This is an optimization exercise on Yosys and OpenROAD, whose aim is small area, not a production implementation.
Function was checked by simulation only, so behaviour that the tests miss may differ from the original.

File: flow/run.sh
#!/bin/bash
# synth_recipe.tcl (not shown) runs the flow's synth.tcl, then flattens the netlist and writes it again
# the make line also repeats each setting of config.mk as NAME=value (left out here)
make -C /OpenROAD-flow-scripts/flow DESIGN_CONFIG=/design/flow/config.mk WORK_HOME=/design/flow/orfs CLKGATE_MAP_FILE= SYNTH_SCRIPT=/design/flow/synth_recipe.tcl finish
File: flow/config.mk
export PLATFORM = sky130hd
export DESIGN_NAME = cpu
export DESIGN_NICKNAME = cpu
export VERILOG_FILES = /design/flow/design.v
export SDC_FILE = /design/flow/constraint.sdc
export NUM_CORES = 4
export LEC_CHECK = 0
export ABC_AREA = 1
export CAP_MARGIN = 20
export CORE_MARGIN = 2
export CORE_UTILIZATION = 40
export SLEW_MARGIN = 20
File: flow/constraint.sdc
create_clock -name core_clock -period 140.0 [get_ports {clk}]
set_input_delay 28.0000 -clock core_clock [delete_from_list [all_inputs] [get_ports {clk}]]
set_output_delay 28.0000 -clock core_clock [all_outputs]
set_load 0.01 [all_outputs]
File: flow/design.v
module regfile (
    input wire clk, rst,
    input wire [15:0] d,
    input wire [7:0] we,
    input wire [2:0] l_sel, r_sel,
    output wire [15:0] l_out, r_out,
    output wire [7:0] leds
);
reg [127:0] r;
genvar i;
generate
    for (i = 0; i < 8; i = i + 1) begin : gp
        always @(posedge clk)
            if (rst | we[i])
                r[16*i +: 16] <= d & {16{~rst}};
    end
endgenerate
assign l_out = r[16*l_sel +: 16] & {16{~rst}};
assign r_out = r[16*r_sel +: 16] & {16{~rst}};
assign leds = r[7:0] & {8{~rst}};
endmodule
module fadd (
    input wire a, b, c,
    output wire s, co
);
assign s  = a ^ b ^ c;
assign co = (a & b) | (c & (a ^ b));
endmodule
module alu (
    input wire [15:0] a_in,
    input wire [15:0] b_in,
    output wire [15:0] out,
    input wire c_add, c_sub, c_and, c_or, c_xor, c_shl, c_shr, c_mul, c_div, c_pa, c_pb,
    input wire carry_in,
    output wire [4:0] flags
);
wire [16:0] ac;
wire [15:0] as;
assign ac[0] = carry_in ^ c_sub;
genvar k, s;
generate
    for (k = 0; k < 16; k = k + 1) begin : addc
        fadd f(a_in[k], b_in[k] ^ c_sub, ac[k], as[k], ac[k+1]);
    end
endgenerate
wire carry_out = ac[16] ^ c_sub;
wire dv = c_div | c_shr;
wire sh = c_shl | c_shr;
wire [15:0] oh = 16'b1 << b_in[3:0];
wire big = |b_in[15:4];
wire [15:0] y = sh ? oh : b_in;
wire [255:0] rr;    
wire [255:0] sm;    
wire [271:0] cc;    
wire [15:0] q;      
wire [16:0] hz;     
assign hz[16] = 1'b1;
generate
    for (k = 15; k >= 0; k = k - 1) begin : hzc
        assign hz[k] = hz[k+1] & ~y[k];
    end
    for (s = 0; s < 16; s = s + 1) begin : st
        wire [s:0] l;
        if (s == 0) begin : l0
            assign l = dv & a_in[15];
        end else begin : ln
            assign l = {rr[16*(s-1) +: s], dv & a_in[15-s]};
        end
        assign cc[17*s] = dv;
        for (k = 0; k <= s; k = k + 1) begin : cl
            wire yy = dv ? ~y[k] : (a_in[k] & y[15-s]);
            fadd f(l[k], yy, cc[17*s+k], sm[16*s+k], cc[17*s+k+1]);
        end
        assign q[s] = cc[17*s+s+1] & hz[s+1];
        if (s < 15) begin : mx
            assign rr[16*s +: s+1] = (dv & ~q[s]) ? l : sm[16*s +: s+1];
        end
    end
endgenerate
wire [15:0] prod = sm[240 +: 16];
wire [15:0] quot;
generate
    for (k = 0; k < 16; k = k + 1) begin : qr
        assign quot[15-k] = q[k];
    end
endgenerate
wire g3 = c_and | c_or | c_pa | c_pb;
wire g2 = c_or | c_xor | c_pa;
wire g1 = c_or | c_xor | c_pb;
wire [15:0] lu = (a_in & b_in & {16{g3}}) | (a_in & ~b_in & {16{g2}}) | (~a_in & b_in & {16{g1}});
wire sel_p = c_mul | (c_shl & ~big);
wire sel_q = c_div | (c_shr & ~big);
wire sel_a = c_add | c_sub;
assign out = lu | (as & {16{sel_a}}) | (prod & {16{sel_p}}) | (quot & {16{sel_q}});
wire m0 = c_sub | c_or | c_shl | c_mul | c_pa;
assign flags[0] = ~(|out);
assign flags[1] = sel_a & carry_out;
assign flags[2] = out[15];
assign flags[3] = ((a_in[15] ^ b_in[15]) ^ ~m0) & ((b_in[15] ^ out[15]) ^ m0);
assign flags[4] = ^out;
endmodule
module pc (
    input wire [15:0] in,
    output reg [15:0] out,
    input wire clk, inc, ie, irq, rst,
    output reg [15:0] saved_pc,
    output reg chg           
);
wire [15:0] t1 = ie ? in : out;
wire [15:0] t2 = inc ? t1 + 16'b1 : t1;
wire take = irq & (ie | inc);
wire [15:0] nx = take ? 16'b1 : t2;
always @(posedge clk, posedge rst) begin
    if (rst) begin
        out <= 16'b0;
        chg <= 1'b1;
    end else begin
        out <= nx;
        chg <= nx != out;
    end
end
always @(posedge clk) begin
    if (rst)
        saved_pc <= 16'b0;
    else if (take)
        saved_pc <= t2;
end
endmodule
module decoder (
    input wire [15:0] instr,
    output wire pc_inc, pc_ie, reg_in_mux_ctl, alu_r_mux_ctl, alu_cin, ram_write, ram_read,
    output wire alu_flags_ie, reg_sr_in, sr_ie, sr_pc_over, ram_read_done, pc_sr_ie, irq_instr, jtr_op,
    output wire c_add, c_sub, c_and, c_or, c_xor, c_shl, c_shr, c_mul, c_div, c_pa, c_pb,
    output wire [2:0] reg_l_ctl, reg_r_ctl,
    output wire [7:0] gp_reg_ie,
    input wire mem_busy, mem_ready,
    input wire [4:0] flags
);
wire [6:0] op = instr[6:0];
wire [2:0] tg = instr[9:7];
wire [2:0] fo = instr[12:10];
wire [2:0] so = instr[15:13];
wire o_mov = op == 7'h01, o_ldd = op == 7'h02, o_ldo = op == 7'h03, o_ldi = op == 7'h04;
wire o_std = op == 7'h05, o_sto = op == 7'h06, o_add = op == 7'h07, o_adi = op == 7'h08;
wire o_adc = op == 7'h09, o_sub = op == 7'h0A, o_suc = op == 7'h0B, o_cmp = op == 7'h0C;
wire o_cmi = op == 7'h0D, o_jmp = op == 7'h0E, o_jal = op == 7'h0F, o_srl = op == 7'h10;
wire o_srs = op == 7'h11, o_sys = op == 7'h12, o_and = op == 7'h13, o_orr = op == 7'h14;
wire o_xor = op == 7'h15, o_ani = op == 7'h16, o_ori = op == 7'h17, o_xoi = op == 7'h18;
wire o_shl = op == 7'h19, o_shr = op == 7'h1A, o_cai = op == 7'h1B, o_mul = op == 7'h1C;
wire o_div = op == 7'h1D, o_irt = op == 7'h1E;
reg jmp_en;
always @(*) begin
    case (instr[10:7])
        4'b0001: jmp_en = flags[1];
        4'b0010: jmp_en = flags[0];
        4'b0011: jmp_en = flags[2];
        4'b0100: jmp_en = ~(flags[2] | flags[0]);
        4'b0101: jmp_en = flags[0] | flags[2];
        4'b0110: jmp_en = ~flags[2];
        4'b0111: jmp_en = ~flags[0];
        4'b1000: jmp_en = flags[3];
        4'b1001: jmp_en = flags[3];
        default: jmp_en = 1'b1;
    endcase
end
wire ld = o_ldd | o_ldo;
wire st = o_std | o_sto;
wire ld_wait = ld & ~mem_busy & ~mem_ready;
assign pc_inc = ~((ld & (mem_busy | ~mem_ready)) | (st & mem_busy) | (o_jmp & jmp_en) | o_jal | o_irt);
assign pc_ie = (o_jmp & jmp_en) | o_jal | o_irt;
assign reg_in_mux_ctl = ld & ~mem_busy;
assign ram_read_done = ld & ~mem_busy & mem_ready;
assign ram_read = ld_wait;
assign ram_write = st & ~mem_busy;
assign alu_r_mux_ctl = ld | o_ldi | st | o_adi | o_cmi | o_jmp | o_jal | o_ani | o_ori | o_xoi | o_cai;
assign alu_cin = (o_adc | o_suc) & flags[1];
assign alu_flags_ie = o_add | o_adi | o_adc | o_sub | o_suc | o_cmp | o_cmi | o_and | o_orr | o_xor
                    | o_ani | o_ori | o_xoi | o_shl | o_shr | o_cai | o_mul | o_div;
assign reg_sr_in = o_jal | o_srl;
assign sr_ie = o_srs;
assign sr_pc_over = o_jal;
assign pc_sr_ie = o_irt;
assign irq_instr = o_sys;
assign jtr_op = o_jmp | o_jal | o_irt;
assign c_sub = o_sub | o_suc | o_cmp | o_cmi;
assign c_and = o_and | o_ani | o_cai;
assign c_or  = o_orr | o_ori;
assign c_xor = o_xor | o_xoi;
assign c_shl = o_shl;
assign c_shr = o_shr;
assign c_mul = o_mul;
assign c_div = o_div;
assign c_pa  = o_mov;
assign c_pb  = o_ldd | o_ldi | o_std | o_jmp | o_jal | o_srs;
assign c_add = ~(c_sub | c_and | c_or | c_xor | c_shl | c_shr | c_mul | c_div | c_pa | c_pb);
wire l_fo = o_mov | o_ldo | o_add | o_adi | o_adc | o_sub | o_suc | o_cmp | o_cmi | o_and | o_orr | o_xor
          | o_ani | o_ori | o_xoi | o_shl | o_shr | o_cai | o_mul | o_div;
assign reg_l_ctl = l_fo ? fo : o_sto ? so : 3'b0;
wire r_so = o_add | o_adc | o_sub | o_suc | o_cmp | o_and | o_orr | o_xor | o_shl | o_shr | o_mul | o_div;
assign reg_r_ctl = r_so ? so : (o_std | o_sto | o_srs) ? fo : 3'b0;
wire we = o_mov | (ld & ~mem_busy & mem_ready) | o_ldi | o_add | o_adi | o_adc | o_sub | o_suc
        | o_jal | o_srl | o_and | o_orr | o_xor | o_ani | o_ori | o_xoi | o_shl | o_shr | o_mul | o_div;
assign gp_reg_ie = {8{we}} & (8'b1 << tg);
endmodule
module fetch (
    input wire clk,
    input wire [15:0] pc_in,
    input wire pc_chg,               
    input wire [31:0] ram_data,
    input wire ram_busy, ram_cack, ram_data_ready,
    output reg ram_read,
    output reg [31:0] instr_out,
    output wire [15:0] ram_addr,
    output reg ram_addr_ovr,
    output reg pc_hold,
    input wire flag_boot_mode,
    input wire rst,
    input wire irq_in, irq_en,
    output reg irq_p,
    input wire [7:0] pc_page_in
);
reg [1:0] state;
reg c_acked;
reg [31:0] pref_instr;
reg [7:0] prev_pc_page, saved_pc_page;
reg prev_irq;
reg [3:0] ra_hi;
reg [11:0] ra_lo;
assign ram_addr = {ra_hi, ra_lo};
function pok(input [6:0] o);
    pok = o != 7'h02 && o != 7'h03 && o != 7'h05 && o != 7'h06;
endfunction
wire chg = pc_chg | (pc_page_in != prev_pc_page);
wire hit = pc_in == ram_addr && pc_page_in == saved_pc_page;
wire [15:0] pc_nx = pc_in + 16'b1;
reg n_rd, n_ovr, n_hold, n_ack, ld_addr, ld_pref;
reg [1:0] n_state;
reg [15:0] n_addr;
reg [1:0] isel;   
always @(*) begin
    n_rd = ram_read; n_ovr = ram_addr_ovr; n_hold = pc_hold; n_ack = c_acked;
    n_state = state; ld_addr = 1'b0; n_addr = pc_in; ld_pref = 1'b0;
    isel = 2'd0;
    if (chg) begin
        n_hold = 1'b1;
        isel = 2'd1;
    end
    case (state)
        2'd0: begin
            if ((chg | pc_hold) & ~ram_busy) begin
                n_rd = 1'b1; n_ovr = 1'b1; ld_addr = 1'b1; n_addr = pc_in; n_state = 2'd1;
            end else if (pok(instr_out[6:0])) begin
                n_rd = 1'b1; n_ovr = 1'b1; ld_addr = 1'b1; n_addr = pc_nx; n_state = 2'd2;
            end
        end
        2'd1: begin
            if (~ram_cack & ~c_acked) begin
                n_rd = 1'b1; n_ovr = 1'b1;
            end else begin
                n_rd = 1'b0; n_ack = 1'b1;
                if (ram_data_ready) begin
                    n_ack = 1'b0; n_hold = 1'b0; isel = 2'd2;
                    if (pok(ram_data[6:0])) begin
                        n_rd = 1'b1; n_ovr = 1'b1; ld_addr = 1'b1; n_addr = pc_nx; n_state = 2'd2;
                    end else begin
                        n_ovr = 1'b0; n_state = 2'd0;
                    end
                end else
                    n_ovr = 1'b1;
            end
        end
        2'd2: begin
            if (~ram_cack & ~c_acked) begin
                n_rd = 1'b1; n_ovr = 1'b1;
            end else begin
                n_rd = 1'b0; n_ack = 1'b1;
                if (ram_data_ready & (chg | pc_hold)) begin
                    n_ack = 1'b0;
                    if (hit) begin
                        n_ovr = 1'b0; n_hold = 1'b0; isel = 2'd2;
                        if (pok(ram_data[6:0])) begin
                            n_rd = 1'b1; n_ovr = 1'b1; ld_addr = 1'b1; n_addr = pc_nx; n_state = 2'd2;
                        end else begin
                            n_ovr = 1'b0; n_state = 2'd0;
                        end
                    end else begin
                        n_rd = 1'b1; n_ovr = 1'b1; ld_addr = 1'b1; n_addr = pc_in; n_state = 2'd1;
                    end
                end else if (ram_data_ready) begin
                    n_ack = 1'b0; ld_pref = 1'b1; n_state = 2'd3;
                end else
                    n_ovr = 1'b1;
            end
        end
        2'd3: begin
            if (chg | pc_hold) begin
                if (hit) begin
                    n_ack = 1'b0; n_hold = 1'b0; isel = 2'd3;
                    if (pok(pref_instr[6:0])) begin
                        n_rd = 1'b1; n_ovr = 1'b1; ld_addr = 1'b1; n_addr = pc_nx; n_state = 2'd2;
                    end else begin
                        n_ovr = 1'b0; n_state = 2'd0;
                    end
                end else begin
                    n_rd = 1'b1; n_ovr = 1'b1; ld_addr = 1'b1; n_addr = pc_in; n_state = 2'd1;
                end
            end
        end
    endcase
end
wire run = ~flag_boot_mode;
always @(negedge clk, posedge rst) begin
    if (rst) begin
        ram_read <= 1'b0;
        instr_out <= 32'b0;
        ra_hi <= 4'b0;
        ram_addr_ovr <= 1'b0;
        pc_hold <= 1'b0;
        state <= 2'b0;
        c_acked <= 1'b0;
        irq_p <= 1'b0;
        prev_irq <= 1'b0;
    end else begin
        if (run) begin
            ram_read <= n_rd;
            ram_addr_ovr <= n_ovr;
            pc_hold <= n_hold;
            c_acked <= n_ack;
            state <= n_state;
            if (ld_addr)
                ra_hi <= n_addr[15:12];
            case (isel)
                2'd1: instr_out <= 32'b0;
                2'd2: instr_out <= ram_data;
                2'd3: instr_out <= pref_instr;
                default: ;
            endcase
        end
        if (pc_in == 16'b1 && pc_page_in == 8'b0 && irq_p)
            irq_p <= 1'b0;
        else if (irq_in & ~prev_irq & irq_en)
            irq_p <= 1'b1;
        prev_irq <= irq_in;
    end
end
always @(negedge clk) begin
    if (run & ld_addr) begin
        ra_lo <= n_addr[11:0];
        saved_pc_page <= pc_page_in;
    end
    if (run & ld_pref)
        pref_instr <= ram_data;
    prev_pc_page <= pc_page_in;
end
endmodule
module sregs (
    input wire clk,
    input wire rst,
    input wire sr_ie,
    input wire [15:0] sr_sel, sr_in,
    input wire jtr_op,
    output wire [15:0] sr_out,       
    output wire boot_mode, instr_mem_over,
    input wire irq_in, irq_instr,
    output wire irq_en,
    input wire out_addr_ovr, pc_move,
    input wire [4:0] alu_flags_in,
    output reg [4:0] alu_flags,
    input wire alu_flags_ie,
    input wire [15:0] saved_pc,
    output reg [15:0] irq_pc,
    input wire [15:0] addr_in,
    output wire [19:0] addr_out,
    input wire [15:0] prog_in,
    output wire [19:0] prog_out,
    output wire [7:0] prog_page_out
);
reg [3:0] rt_mode;
reg [1:0] jtr_mode, jtr_mode_buff;
reg [3:0] irq_flags;
reg [15:0] virt_scratch_reg;
reg [127:0] mem_page, prog_page;
wire hi0 = sr_sel[15:3] == 13'b0;
wire s1 = hi0 & sr_sel[2:0] == 3'd1;
wire s2 = hi0 & sr_sel[2:0] == 3'd2;
wire s3 = hi0 & sr_sel[2:0] == 3'd3;
wire s4 = hi0 & sr_sel[2:0] == 3'd4;
wire s5 = hi0 & sr_sel[2:0] == 3'd5;
wire s6 = hi0 & sr_sel[2:0] == 3'd6;
wire sel0 = hi0 & sr_sel[2:0] == 3'd0;
wire irq_take = irq_in & rt_mode[2] & pc_move;
always @(posedge clk, posedge rst) begin
    if (rst) begin
        rt_mode <= 4'b0001;
        jtr_mode <= 2'b01;
        jtr_mode_buff <= 2'b01;
        alu_flags <= 5'b0;
    end else begin
        if (sr_ie & s1 & rt_mode[0])
            rt_mode <= sr_in[3:0];
        if (sr_ie & s2)
            jtr_mode_buff <= sr_in[1:0];
        if ((jtr_op | (sr_ie & sel0)) & pc_move)
            jtr_mode <= jtr_mode_buff;
        if (out_addr_ovr)
            rt_mode[2] <= 1'b1;
        if (irq_take) begin
            rt_mode[0] <= 1'b1;
            rt_mode[3] <= 1'b0;
            jtr_mode[1] <= 1'b0;
            jtr_mode_buff[1] <= 1'b0;
            rt_mode[2] <= 1'b0;
        end
        if (alu_flags_ie)
            alu_flags <= alu_flags_in;
        else if (sr_ie & s4)
            alu_flags <= sr_in[4:0];
    end
end
always @(posedge clk) begin
    if (rst) begin
        irq_pc <= 16'b0;
        virt_scratch_reg <= 16'b0;
        irq_flags <= 4'b0;
    end else begin
        if (sr_ie & s3)
            irq_pc <= sr_in;
        if (sr_ie & s6)
            virt_scratch_reg <= sr_in;
        if (irq_take)
            irq_flags <= {irq_instr, rt_mode[0], jtr_mode[1], rt_mode[3]};
    end
end
wire mp_wr = sr_ie & rt_mode[0] & (sr_sel[15:4] == 12'd1);
wire pp_wr = sr_ie & rt_mode[0] & (sr_sel[15:4] == 12'd2);
wire [7:0] pdin = sr_in[7:0] & {8{~rst}};
genvar i;
generate
    for (i = 0; i < 16; i = i + 1) begin : pt
        always @(posedge clk)
            if (rst | (mp_wr & sr_sel[3:0] == i))
                mem_page[8*i +: 8] <= pdin;
        always @(posedge clk)
            if (rst | (pp_wr & sr_sel[3:0] == i))
                prog_page[8*i +: 8] <= pdin;
    end
endgenerate
assign boot_mode = jtr_mode[0];
assign instr_mem_over = rt_mode[1];
assign irq_en = rt_mode[2];
assign sr_out = ({16{s1}} & {12'b0, rt_mode})
              | ({16{s2}} & {14'b0, jtr_mode})
              | ({16{s3}} & saved_pc)
              | ({16{s4}} & {11'b0, alu_flags})
              | ({16{s5}} & {12'b0, irq_flags})
              | ({16{s6}} & virt_scratch_reg);
wire [7:0] mp = mem_page[8*addr_in[15:12] +: 8];
wire [7:0] pp = prog_page[8*prog_in[15:12] +: 8];
assign addr_out = rt_mode[3] ? {mp, addr_in[11:0]} : {4'b0, addr_in};
assign prog_page_out = jtr_mode[1] ? pp : {4'b0, prog_in[15:12]};
assign prog_out = {prog_page_out, prog_in[11:0]};
endmodule
module cpu (
    input wire clk, rst,
    output wire [19:0] e_addr_bus,
    output wire [15:0] e_prog_addr, e_data,
    input wire [15:0] e_mem_bus,
    input wire [31:0] e_instr,
    input wire [31:0] e_sdram_instr,
    input wire e_mem_busy, e_mem_ready, e_mem_cack,
    input wire irq_in,
    output wire ram_read_out, ram_write, ram_instr_access, ram_read_done,
    output wire [7:0] e_reg_leds,
    output wire [3:0] e_pc_leds
);
wire [15:0] reg_l_bus, reg_r_bus, alu_bus, alu_r_mux, reg_in_mux, spec_reg_out, sr_out;
wire [15:0] prog_addr, saved_pc, irq_pc, fetch_addr;
wire [31:0] instr_bus, fetch_instr_bus;
wire [19:0] alu_bus_paged, fetch_addr_paged;
wire [7:0] prog_page;
wire [4:0] alu_flags_f, alu_flags_out;
wire [2:0] reg_l_ctl, reg_r_ctl;
wire [7:0] gp_reg_ie;
wire pc_inc, pc_ie, reg_in_mux_ctl, alu_r_mux_ctl, alu_cin, alu_flags_ie, reg_sr_in, sr_ie, sr_pc_over, ram_read, irq_instr, pc_sr_ie, jtr_op;
wire c_add, c_sub, c_and, c_or, c_xor, c_shl, c_shr, c_mul, c_div, c_pa, c_pb;
wire fetch_ram_read, fetch_wait, fetch_addr_mux, irq_p, irq_en, pc_chg;
wire flag_boot_mode, flag_instr_mem_over;
wire sel0 = instr_bus[31:16] == 16'b0;
wire adv = ~fetch_wait | flag_boot_mode;
wire pc_ie_g = (pc_ie | (sr_ie & sel0)) & adv;
wire pc_inc_g = pc_inc & adv;
regfile gp(clk, rst, reg_in_mux, gp_reg_ie, reg_l_ctl, reg_r_ctl, reg_l_bus, reg_r_bus, e_reg_leds);
alu alu(reg_l_bus, alu_r_mux, alu_bus, c_add, c_sub, c_and, c_or, c_xor, c_shl, c_shr, c_mul, c_div, c_pa, c_pb,
    alu_cin, alu_flags_f);
pc pc(pc_sr_ie ? irq_pc : alu_r_mux, prog_addr, clk, pc_inc_g, pc_ie_g, irq_p | irq_instr, rst, saved_pc, pc_chg);
decoder decoder(instr_bus[15:0], pc_inc, pc_ie, reg_in_mux_ctl, alu_r_mux_ctl, alu_cin, ram_write, ram_read,
    alu_flags_ie, reg_sr_in, sr_ie, sr_pc_over, ram_read_done, pc_sr_ie, irq_instr, jtr_op,
    c_add, c_sub, c_and, c_or, c_xor, c_shl, c_shr, c_mul, c_div, c_pa, c_pb,
    reg_l_ctl, reg_r_ctl, gp_reg_ie, e_mem_busy, e_mem_ready, alu_flags_out);
fetch fetch(clk, prog_addr, pc_chg, e_sdram_instr, e_mem_busy, e_mem_cack, e_mem_ready, fetch_ram_read, fetch_instr_bus,
    fetch_addr, fetch_addr_mux, fetch_wait, flag_boot_mode, rst, irq_in, irq_en, irq_p, prog_page);
sregs sregs(clk, rst, sr_ie, instr_bus[31:16], reg_r_bus, jtr_op, sr_out, flag_boot_mode, flag_instr_mem_over,
    irq_p | irq_instr, irq_instr, irq_en, pc_sr_ie, pc_ie_g | pc_inc_g,
    alu_flags_f, alu_flags_out, alu_flags_ie, saved_pc, irq_pc,
    alu_bus, alu_bus_paged, fetch_addr, fetch_addr_paged, prog_page);
assign spec_reg_out = (sel0 | sr_pc_over) ? prog_addr : sr_out;
assign reg_in_mux = reg_sr_in ? spec_reg_out : reg_in_mux_ctl ? e_mem_bus : alu_bus;
assign alu_r_mux = alu_r_mux_ctl ? instr_bus[31:16] : reg_r_bus;
assign e_addr_bus = fetch_addr_mux ? fetch_addr_paged : alu_bus_paged;
assign instr_bus = flag_boot_mode ? e_instr : fetch_instr_bus;
assign e_prog_addr = prog_addr;
assign e_data = reg_r_bus;
assign e_pc_leds = prog_addr[3:0];
assign ram_read_out = ram_read | fetch_ram_read;
assign ram_instr_access = fetch_addr_mux | flag_instr_mem_over;
endmodule
==> flow_metrics.env, run 1 <==
export IMPL_area_growth_pct=31.24
export IMPL_slew_headroom=0.2674
export IMPL_die_h_um=309.0
export IMPL_place_inst=6126
export IMPL_hp_class="reg -> reg"
export IMPL_critPathSlowestCell="fa_2"
export IMPL_fin_skew_ns=0.07007
export IMPL_synthTopCellsByCount="817 x nand2_1, 489 x o21ai_0, 451 x nor2_1"
export IMPL_row_count=111
export IMPL_postSynthAreaPerCell_um2=8.537
export IMPL_fillers=8670
export IMPL_dieWidth_um=309.0
export IMPL_worst_pin_slew_ns=1.092
export IMPL_synthesis_area_um2=37210
export IMPL_hpwl_mm=107.5
export IMPL_port_buffers=153
export IMPL_antenna_found_initial=2
export IMPL_multi_input_area_um2=19860
export IMPL_layout_cells_non_filler=6404
export IMPL_cp_arrival_ns=119.28
export IMPL_synth_top_area_share=0.3519
export IMPL_worstSetupEndpointType="primary output"
export IMPL_top_regs="gp.r x128, sregs.mem_page x128, sregs.prog_page x128"
export IMPL_numCtsBuffers=61
export IMPL_critPathMostFrequentCell="fa_2"
export IMPL_hold_violations=0
export IMPL_netlist_top_cell_by_area="edfxtp_1"
export IMPL_path_class="reg -> out"
export IMPL_grt_first_pass_wirelength_mm=216.1
export IMPL_cts_sinks=570
export IMPL_ctsHoldBuffers=0
export IMPL_ys_types=80
export IMPL_layout_setup_ws_ns=-7.280
export IMPL_yosysMostFrequentCell="nand2_1"
export IMPL_cts_tree="done"
export IMPL_nets=5362
export IMPL_violations="negative setup slack"
export IMPL_synth_nets=4614
export IMPL_initial_core_util=0.4047
export IMPL_async_flop_share=0.1298
export IMPL_ys_warnings_count=5
export IMPL_syn_inst=4358
export IMPL_max_stage_delay_ns=0.54
export IMPL_synth_seq_cells=570
export IMPL_yosys_top_cells_area="edfxtp_1 35%, nand2_1 8.2%, fa_1 8.1%, o21ai_0 6.6%, nor2_1 4.6%"
export IMPL_gp_congestion=0.9989
export IMPL_cts_max_path_buffers=3
export IMPL_grt_max_degree=79
export IMPL_wire_per_inst_um=22.91
export IMPL_rsz0062_at_grt="true"
export IMPL_postRouteAntennaNets=0
export IMPL_dieArea_um2=95470
export IMPL_ys_seq_area_frac=0.4341
export IMPL_regArea_um2=16150
export IMPL_synthFlopType="edfxtp_1"
export IMPL_fp_coreArea_um2=91940
export IMPL_worstPathRequired_ns=112.00
export IMPL_drt_drc_violations_left=0
export IMPL_wirelength_mm=146.7
export IMPL_final_layout_size_suffix_gt1_frac=0.2681
export IMPL_finalSetupViolCount=20
export IMPL_io_pins=154
export IMPL_drt_iter0_markers=3971
export IMPL_h_tree_depth=2
export IMPL_num_vias=36020
export IMPL_critPathMaxFanout=11
export IMPL_cap_violations=0
export IMPL_clk_pin_slew_worst_paths_ns=0.04
export IMPL_grt_pass1_vias=33970
export IMPL_drt_pass1_iter_count=6
export IMPL_final_core_util=0.5311
export IMPL_status="finished with violations"
export IMPL_synth_edff_count=436
export IMPL_track_usage=0.3013
export IMPL_root_buffer="clkbuf_16"
export IMPL_drv_slew=0
export IMPL_clock_latency_ns=0.68
export IMPL_overflow=0
export IMPL_via_per_inst=5.624
export IMPL_cp_start_kind="register"
-- cells by family (layout without fill, tap and decap cells) --
kind of cell | after synthesis | count (layout) | synth area share
other | 0 | 2 | 0
xor gates and xnor gates | 77 | 77 | 0.01813
and+or+nand+nor | 1761 | 1762 | 0.2083
DFF | 570 | 570 | 0.4341
muxes | 26 | 26 | 0.007466
AOI/OAI and AO/OA | 1071 | 1072 | 0.1704
buffers and inverters | 683 | 1482 | 0.07402
adders and majority gates | 170 | 170 | 0.08764
-- worst paths after layout --
check	from	end	slack [ns]	cells past startpoint
min reg2reg	fetch.pref_instr[13]	fetch.instr_out[13]	0.46	2
max reg2reg	fetch.instr_out[4]	sregs.alu_flags[4]	20.23	270
max	fetch.instr_out[4]	e_addr_bus[13]	-7.28	264
min	fetch.pref_instr[13]	fetch.instr_out[13]	0.46	2
min in group asynchronous	rst	pc.out[13]	28.19	3
max in group asynchronous	rst	fetch.instr_out[11]	40.58	4
-- metrics by stage --
stage | hold WS [ns] | setup TNS, ns | instance area, µm² | setup slack (ns)
2_1_floorplan | 0.4126 | -70.75 | 37820 | -5.547
3_5_place_dp | 0.4286 | -107.56 | 44620 | -7.371
5_1_grt | 0.4974 | -137.55 | 48830 | -8.936
4_1_cts | 0.4681 | -101.50 | 48150 | -7.047
3_3_place_gp | 0.4163 | -94.75 | 44590 | -6.670
6_report | 0.4650 | -105.85 | 48830 | -7.280
-- cell type report --
cell class                      count  share of cell area
Clock buffer                       74             0.03395
Sequential cell                   570              0.3308
Multi-Input combinational cell   3107              0.4066
Tap cell                         1243             0.03185
Clock inverter                    102             0.01417
Inverter                          448             0.03562
Antenna cell                        2           0.0001025
Timing Repair Buffer              858              0.1469
-- cells in the final DEF, fill, tap and decap left out, types with 120 or more instances in the layout --
master and n:
edfxtp_1 436, a21oi_1 196, nor2_1 432, nand3_1 202, clkdlybuf4s50_1 133, fa_2 120, buf_4 652, nand2_1 761
inv_1 398, o21ai_0 442
-- per-layer routing --
layer / GRT usage / routed length, µm / up-vias
li1: - / - / 16480
met3: 0.06851 / 15530 / 335
met5: 0 / 0 / -
met1: 0.4236 / 60960 / 17330
met4: 0.1153 / 6411 / 0
met2: 0.4516 / 63800 / 1879
-- worst max-delay path: cells and delay by family (launching register included) --
kind / cells / cell delay, ns
DFF: 1 / 0.43
buffers and inverters: 66 / 4.05
and+or+nand+nor: 54 / 5.22
adders and majority gates: 121 / 36.44
xor gates and xnor gates: 1 / 0.12
AOI/OAI and AO/OA: 22 / 2.34
-- what timing repair did --
item,in CTS,in global routing
pin swaps,33,63
hold endpoints to repair,0,0
endpoints found under the setup margin,20,20
gates cloned,4,1
buffers inserted,68,25
resized for setup,232,144
==> run 2, diff against run 1 <==
--- a/flow/config.mk
+++ b/flow/config.mk
@@ -7,6 +7,7 @@
 export LEC_CHECK = 0
 export ABC_AREA = 1
-export CAP_MARGIN = 20
+export CAP_MARGIN = 0
 export CORE_MARGIN = 2
-export CORE_UTILIZATION = 40
-export SLEW_MARGIN = 20
+export CORE_UTILIZATION = 60
+export PLACE_DENSITY = 0.7
+export SLEW_MARGIN = 0
==> run 2 against run 1 <==
- still fails the layout checks on negative setup slack
- register-to-register slack better by 0.03 ns
- clock-buffer cell count fell by 3
- hold slack worse by 0.0089 ns
- wire length decreased by 1.3%
- cell count decreased by 7.9%
- critical path type unchanged
==> flow_metrics.env, run 2 <==
export IMPL_status="finished with violations"
export IMPL_violations="negative setup slack"
export IMPL_cp_startpoint="fetch.instr_out[5]"
export IMPL_numCtsBuffers=58
export IMPL_postSynthAreaPerCell_um2=8.537
export IMPL_synthTopCellsByCount="817 x nand2_1, 489 x o21ai_0, 451 x nor2_1"
export IMPL_cts_max_path_buffers=3
export IMPL_fin_skew_ns=0.09485
export IMPL_area_growth_pct=27.49
export IMPL_ys_seq_area_frac=0.4341
export IMPL_overflow=0
export IMPL_grt_max_degree=89
export IMPL_critPathMostFrequentCell="fa_2"
export IMPL_ctsHoldBuffers=0
export IMPL_ys_warnings_count=5
export IMPL_gp_congestion=1.086
export IMPL_drt_pass1_iter_count=6
export IMPL_netlist_top_cell_by_area="edfxtp_1"
export IMPL_drv_slew=0
export IMPL_fillers=4368
export IMPL_grt_use_met3=0.1008
export IMPL_worst_pin_slew_ns=1.365
export IMPL_syn_inst=4358
export IMPL_drt_iter0_markers=5535
export IMPL_wire_per_inst_um=24.55
export IMPL_synth_nets=4614
export IMPL_num_vias=37340
export IMPL_root_buffer="clkbuf_16"
export IMPL_grt_pass1_vias=35320
export IMPL_regArea_um2=16150
export IMPL_worstSetupEndpointType="primary output"
export IMPL_mostFrequentLayoutCells="760 x nand2_1, 626 x buf_4, 460 x o21ai_0, 437 x nor2_1, 436 x edfxtp_1"
export IMPL_postPlaceCellArea_um2=43890
export IMPL_top_usage_layer="met2"
export IMPL_antenna_found_initial=2
export IMPL_critPathTopFamily="adder cells"
export IMPL_slew_headroom=0.08443
export IMPL_hpwl_mm=104.4
export IMPL_r2r_start="fetch.instr_out[5]"
export IMPL_synthFlopType="edfxtp_1"
export IMPL_path_class="reg -> out"
export IMPL_cts_sinks=570
export IMPL_port_buffers=153
export IMPL_h_tree_depth=2
export IMPL_top_regs="gp.r x128, sregs.mem_page x128, sregs.prog_page x128"
export IMPL_synth_top_area_share=0.3519
export IMPL_nets=5314
export IMPL_critPathSlowestCell="fa_1"
export IMPL_clock_latency_ns=0.67
export IMPL_max_stage_delay_ns=0.50
export IMPL_yosys_top_cells_area="edfxtp_1 35%, nand2_1 8.2%, fa_1 8.1%, o21ai_0 6.6%, nor2_1 4.6%"
export IMPL_grt_met2_usage=0.6827
export IMPL_synth_edff_count=436
export IMPL_postRouteAntennaNets=0
export IMPL_initial_core_util=0.6051
export IMPL_layout_cells_non_filler=5895
export IMPL_place_inst=5652
export IMPL_fp_coreArea_um2=61480
export IMPL_async_flop_share=0.1298
export IMPL_layout_setup_ws_ns=-7.655
export IMPL_stdcell_area_um2=47430
export IMPL_dieWidth_um=253.0
export IMPL_row_count=91
export IMPL_yosysMostFrequentCell="nand2_1"
export IMPL_wirelength_mm=144.7
export IMPL_io_pins=154
export IMPL_layout_commonest_cell="nand2_1"
export IMPL_synth_seq_cells=570
export IMPL_hold_start="fetch.instr_out[18]"
export IMPL_synthesis_area_um2=37210
export IMPL_dieArea_um2=64020
export IMPL_clk_pin_slew_worst_paths_ns=0.05
export IMPL_ys_types=80
export IMPL_cap_violations=0
export IMPL_critPathMaxFanout=11
export IMPL_cp_arrival_ns=119.65
export IMPL_cp_start_kind="register"
export IMPL_hp_class="reg -> reg"
export IMPL_drt_drc_violations_left=0
export IMPL_grt_util_met1=0.5834
export IMPL_n_antenna_cell=0
export IMPL_finalSetupViolCount=20
export IMPL_grt_first_pass_wirelength_mm=213.0
export IMPL_worstPathRequired_ns=112.00
export IMPL_final_layout_size_suffix_gt1_frac=0.2515
export IMPL_via_per_inst=6.334
export IMPL_multi_input_area_um2=19600
export IMPL_track_usage=0.4446
export IMPL_crit_buf_inv=68
export IMPL_cts_tree="done"
export IMPL_hold_violations=0
export IMPL_die_h_um=253.0
export IMPL_rsz0062_at_grt="true"
## run 2: cell types whose count changed in the layout (fill, tap and decap cells not counted), moves of 9 or more
| cell | previous run | this run |
|---|---|---|
| inv_2 | 78 | 60 |
| nand2_2 | 73 | 82 |
| o21ai_0 | 442 | 460 |
| inv_1 | 398 | 419 |
| buf_4 | 652 | 626 |
| buf_6 | 29 | 11 |
| o21ai_1 | 43 | 27 |
## run 2: timing repair
item,4_1_cts,5_1_grt
gates resized for setup,171,111
endpoints found under the hold margin,0,0
buffers inserted,37,31
pin swaps,45,51
setup endpoints to repair,20,20
gates cloned,7,2
## run 2: layout make-up
class,count,share of cell area
sequential,570,0.3405
timing repair buffer,813,0.1439
clock buffer,71,0.03250
clock inverter,96,0.01237
multi-input combinational,3107,0.4132
tap,790,0.02084
inverter,448,0.03667
## run 2: metal layers
metal	share of wire	vias to the layer above
met4	0.068	2
met3	0.13	578
li1	-	16400
met2	0.44	2739
met5	0.000076	-
met1	0.36	17620
## run 2: worst paths after layout
check / end / depth (start not counted) / slack [ns]
min: fetch.instr_out[18] / 1 / 0.46
min in group asynchronous: pc.out[10] / 3 / 28.11
max: e_addr_bus[14] / 264 / -7.65
max in group asynchronous: fetch.instr_out[13] / 4 / 40.65
max reg2reg: sregs.alu_flags[4] / 268 / 20.26
min reg2reg: fetch.instr_out[18] / 1 / 0.46
## run 2: worst reg2reg max path: cells and delay by family (launching register included)
kind	cells	cell delay, ns
buffers and inverters	68	4.87
AOI/OAI and AO/OA	20	2.22
xor gates and xnor gates	5	0.93
DFF	1	0.45
adders and majority gates	120	35.99
and+or+nand+nor	55	5.25
## run 2: logic make-up after synthesis
kind of cell / Yosys count / synth area share
AO/OA/AOI/OAI: 1071 / 0.1704
XOR/XNOR: 77 / 0.01813
adder cells (fa/ha/maj): 170 / 0.08764
buffers and inverters: 683 / 0.07402
flip-flops: 570 / 0.4341
multiplexers: 26 / 0.007466
AND/OR/NAND/NOR: 1761 / 0.2083
## run 2: per-stage QoR
| stage | util | hold slack, ns | setup slack, ns | setup TNS (ns) |
|---|---|---|---|---|
| detailed placement | 0.7139 | 0.4306 | -7.593 | -113.11 |
| CTS | 0.7610 | 0.4514 | -7.434 | -108.42 |
| global route | 0.7715 | 0.4644 | -9.438 | -146.00 |
| floorplan | - | 0.4126 | -5.547 | -70.75 |
| finish | 0.7715 | 0.4560 | -7.655 | -111.79 |
| global placement | 0.7139 | 0.4153 | -6.699 | -96.10 |
